What follows belongs to an exercise in optimizing a design on an open flow for small area and a short achievable clock period; a production flow would make more cautious choices.
RTL that was checked went through simulation tests only; none was proved equivalent to the original.
Power and IR drop assume default switching activity.

== rev 12 ==
Design bist, start of the top module:
module bist #(
  parameter int size   = 6,
  parameter int length = 8
) (
  input  logic              start,
  input  logic              rst,
  input  logic              clk,
  input  logic              csin,
  input  logic              rwbarin,
  input  logic              opr,
  input  logic [size-1:0]   address,
  input  logic [length-1:0] datain,
  output logic [length-1:0] dataout,
  output logic              fail
);
export LEC_CHECK = 0
export CAP_MARGIN = 20
export CORE_MARGIN = 2
export CORE_UTILIZATION = 40
export SETUP_SLACK_MARGIN = 2.2
export SLEW_MARGIN = 20
export SYNTH_HIERARCHICAL = 1
export SYNTH_MINIMUM_KEEP_SIZE = 0
create_clock -name core_clock -period 4.5 [get_ports {clk}]
run.sh (not shown) runs the stock make flow with config.mk's settings and CLKGATE_MAP_FILE= SYNTH_SCRIPT=/design/flow/synth_recipe.tcl, a recipe that flattens the netlist after the stock synthesis.
Rev 12 went all the way through synthesis, placement and routing and the layout is clean on timing, DRC and antenna.
The following lists how rev 13 was set up differently from rev 12:
Settings: swapping 2.2 for 2.0 in SETUP_SLACK_MARGIN.
## What came out
On routed wire length: rev 13 sits below rev 12.
Cell area on rev 13 is down relative to rev 12.
Rev 13 gives less post-route minimum period than rev 12 did.
Rev 12 ended up with rd_t[6]$_DFF_P_ as its endpoint of the most critical setup path; rev 13 ended up with rd_t[7]$_DFF_P_.
Compared with rev 12, first-pass GRT wire length in rev 13 decreased by a little under 10%.
Delta (rev 13 minus rev 12): flip-flop and latch share of the layout cell area up 3.9 points, worst setup slack has increased.
No run of this note included a check of the RTL's function; only the layout flow was run.

bist, a different RTL version from the one above (not shown whole).
Size in the first run: about 1,300 cells after synthesis, roughly 560 flip-flops, about 29 I/O pins, ~0.022 mm^2 of cells after synthesis.
==> flow/config.mk <==
export PLATFORM = sky130hd
export DESIGN_NAME = bist
export DESIGN_NICKNAME = bist
export VERILOG_FILES = /design/flow/design.v
export SDC_FILE = /design/flow/constraint.sdc
export NUM_CORES = 4
export LEC_CHECK = 0
export CAP_MARGIN = 20
export CORE_MARGIN = 2
export CORE_UTILIZATION = 40
export SETUP_SLACK_MARGIN = 2.2
export SLEW_MARGIN = 20
export SYNTH_HIERARCHICAL = 1
export SYNTH_MINIMUM_KEEP_SIZE = 0
==> flow/constraint.sdc <==
create_clock -name core_clock -period 4.5 [get_ports {clk}]
set_input_delay 0.9000 -clock core_clock [delete_from_list [all_inputs] [get_ports {clk}]]
set_output_delay 0.9000 -clock core_clock [all_outputs]
set_load 0.01 [all_outputs]
standard.sh (not shown) runs the stock make flow with config.mk's settings and CLKGATE_MAP_FILE= SYNTH_SCRIPT=/design/flow/synth_recipe.tcl, a recipe that flattens the netlist after the stock synthesis.
==> flow/flow/run.sh <==
#!/bin/bash
# Layout flow: the standard flow (standard.sh), with two changes after
# the standard synthesis:
#  - the port buffers are plain buffers (buf_4) instead of the delay cells
#    buffer_ports picks by default;
#  - the delay cells are not used by repair, so no path gets a delay cell
#    as a buffer.
# Each step's output goes to a log of its own in this folder (ORFS also
# keeps its per-step logs under orfs/logs).
set -euo pipefail

bash standard.sh synth > synth.log 2>&1

export BUFFER_PORTS_ARGS="-buffer_cell sky130_fd_sc_hd__buf_4"
export DONT_USE_CELLS="sky130_fd_sc_hd__dlygate4sd1_1 sky130_fd_sc_hd__dlygate4sd2_1 sky130_fd_sc_hd__dlygate4sd3_1 sky130_fd_sc_hd__clkdlybuf4s15_1 sky130_fd_sc_hd__clkdlybuf4s15_2 sky130_fd_sc_hd__clkdlybuf4s18_1 sky130_fd_sc_hd__clkdlybuf4s18_2 sky130_fd_sc_hd__clkdlybuf4s25_1 sky130_fd_sc_hd__clkdlybuf4s25_2 sky130_fd_sc_hd__clkdlybuf4s50_1 sky130_fd_sc_hd__clkdlybuf4s50_2 sky130_fd_sc_hd__dlymetal6s2s_1 sky130_fd_sc_hd__dlymetal6s4s_1 sky130_fd_sc_hd__dlymetal6s6s_1"

bash standard.sh floorplan > floorplan.log 2>&1
bash standard.sh place > place.log 2>&1
bash standard.sh cts > cts.log 2>&1
bash standard.sh route > route.log 2>&1
bash standard.sh finish > finish.log 2>&1
Rerun with:
==> flow/run.sh (new file) <==
#!/bin/bash
# synth_recipe.tcl (not shown) runs the flow's synth.tcl, then flattens the netlist and writes it again
# the make line also repeats each setting of config.mk as NAME=value (left out here)
make -C /OpenROAD-flow-scripts/flow DESIGN_CONFIG=/design/flow/config.mk WORK_HOME=/design/flow/orfs CLKGATE_MAP_FILE= SYNTH_SCRIPT=/design/flow/synth_recipe.tcl finish
removed: flow/flow/run.sh
removed: flow/standard.sh
- worst hold slack improves by 0.038 ns
- synthesized area does not change
- sequential cell count stays the same
- critical path depth increases by 3
- clock power grows by 7.9%
- power climbs by 3.9%
- die area is unchanged
- wire length grows by 2.9%
- via count rises by 2.2%
No run of this note included a check of the RTL's function; only the layout flow was run.

bist, a different RTL version from the one above (not shown whole).
Size in the first run: roughly 560 flip-flops, about 29 I/O pins, roughly 21000 um^2 of cells after synthesis.
make LEC_CHECK=0 CAP_MARGIN=20 CORE_MARGIN=2 CORE_UTILIZATION=40 SETUP_SLACK_MARGIN=1.8 SLEW_MARGIN=20 finish   # period 4.5 ns
run.sh (not shown) runs the stock make flow with config.mk's settings and CLKGATE_MAP_FILE= SYNTH_SCRIPT=/design/flow/synth_recipe.tcl, a recipe that flattens the netlist after the stock synthesis.
Stock flow here: none of the scripts above is used.
Rerun with:
- SETUP_SLACK_MARGIN: 1.8 -> 2.2
=> The changed run produced a clean layout; routed wire length rises by 6.7%; flip-flop and latch count stays the same; via count climbs by 4.3%; cell count went up by 2.4%; cell area rose by 7.2%; global-route usage rose by 1.3 points; core utilization grows by 3.4 points; first-iteration DRC count shrinks by 4.6%.

The RTL this note starts from:
==> flow/design.v <==
module bist #(
  parameter int size   = 6,
  parameter int length = 8
) (
  input  logic              start,
  input  logic              rst,
  input  logic              clk,
  input  logic              csin,
  input  logic              rwbarin,
  input  logic              opr,
  input  logic [size-1:0]   address,
  input  logic [length-1:0] datain,
  output logic [length-1:0] dataout,
  output logic              fail
);
  logic             NbarT;              
  logic             nrm_a;              
  logic             nrm_d;              
  logic [9:0]       q;
  logic             cout;
  logic [63:0][7:0] ram;                
  logic [7:0] data_t;
  always_comb begin
    case (q[9:7])
      3'd0: data_t = 8'hAA;
      3'd1: data_t = 8'h55;
      3'd2: data_t = 8'hF0;
      3'd3: data_t = 8'h0F;
      3'd4: data_t = 8'h00;
      3'd5: data_t = 8'hFF;
      3'd6: data_t = 8'h33;
      default: data_t = 8'hCC;
    endcase
  end
  logic [5:0] a;
  logic [7:0] d;
  logic       we;
  assign a  = nrm_a ? address : q[5:0];
  assign d  = nrm_d ? datain  : data_t;
  assign we = NbarT ? ~q[6] : (csin & ~rwbarin);
  logic [7:0]  lo, hi;
  logic [63:0] sel;
  always_comb begin
    for (int j = 0; j < 8; j++) begin
      lo[j] = (a[2:0] == j[2:0]);
      hi[j] = (a[5:3] == j[2:0]);
    end
    for (int w = 0; w < 64; w++) sel[w] = hi[w/8] & lo[w%8];
  end
  always_ff @(posedge clk)
    for (int w = 0; w < 64; w++)
      if (we && sel[w]) ram[w] <= d;
  logic [7:0] rd;
  always_comb begin
    rd = '0;
    for (int w = 0; w < 64; w++) rd = rd | (ram[w] & {8{sel[w]}});
  end
  logic [7:0] rdata;
  always_ff @(posedge clk)
    rdata <= we ? d : rd;
  logic rd_en;
  assign rd_en   = NbarT ? q[6] : (csin & rwbarin);
  assign dataout = rd_en ? rdata : 8'd0;
  logic mode_next;
  always_comb begin
    if (rst) mode_next = 1'b0;
    else if (!NbarT) mode_next = start;
    else if (cout) mode_next = 1'b0;
    else mode_next = 1'b1;
  end
  always_ff @(posedge clk) begin
    NbarT <= mode_next;
    nrm_a <= ~mode_next;
    nrm_d <= ~mode_next;
  end
  always_ff @(posedge clk) begin
    if (!NbarT) begin
      q    <= '0;
      cout <= 1'b0;
    end else begin
      q    <= q + 10'd1;
      cout <= (q == 10'h3FF);
    end
  end
  always_ff @(posedge clk) begin
    if (rst) fail <= 1'b0;
    else if (opr && NbarT && (rwbarin || q[6]) && (dataout != data_t)) fail <= 1'b1;
  end
endmodule
Settings: LEC_CHECK=0, CAP_MARGIN=20, CORE_MARGIN=2, CORE_UTILIZATION=40, SETUP_SLACK_MARGIN=2.0, SLEW_MARGIN=20; clock period 4.5 ns.
The starting point produced a clean layout.
Then changed:
- SETUP_SLACK_MARGIN: 2.0 -> 2.3
Final cell count rises slightly.
Clock-buffer cell count came out higher by 5.
Wire length stays flat.
Area after synthesis stays the same.
Power climbs by a few percent.
Die area is unchanged.
Clock skew falls by 0.0037 ns.
Hold slack improves by 0.015 ns.
Setup slack improves by 0.072 ns.
Via count came out higher by a few percent.
Sequential cell count stays the same.
Function was not checked in any run of this note: the RTL went through the layout flow alone.

port drivers added, routing unchanged:
The results above use ideal ports. As a check the final layouts listed here were re-extracted and re-timed, cells and wires unchanged. Step 1 assumes that a clkbuf_16 drives the clock port and a buf_2 every other input. Step 2 also shifts input and output timing later by t, the mid clock arrival at the registers, as if the neighbouring blocks saw the same clock. Slacks: no drivers / after step 1 / after step 2; pairs: no drivers / after step 1.
run	shift t [ns]	setup slack, ns	worst setup path at the end	slew at the worst register clock pin (ns)	worst slew at a driven data input, ns
rev 12	0.653	1.848 / 1.846 / 1.193	input to register	0.06 / 0.06	0.18
rev 13	0.657	1.995 / 1.973 / 1.372	input to register	0.07 / 0.07	0.07
the first run of note 2	0.681	2.143 / 2.126 / 1.484	input to register	0.06 / 0.06	0.12
the second run of note 2	0.678	2.130 / 2.138 / 1.483	input to register	0.07 / 0.07	0.11
the first run of note 3	0.668	1.809 / 1.825 / 1.174	input to register	0.06 / 0.06	0.04
the second run of note 3	0.669	1.825 / 1.835 / 1.178	input to register	0.07 / 0.07	0.04
the first run of note 4	0.691	1.447 / 1.447 / 0.806	input to register	0.07 / 0.07	0.05
the second run of note 4	0.675	1.519 / 1.519 / 0.885	input to register	0.07 / 0.07	0.05
After both steps every run listed still meets setup and hold. The setup slack of the first run of note 2, which loses most, moves by -0.017 ns with the drivers and by -0.659 ns with both steps.
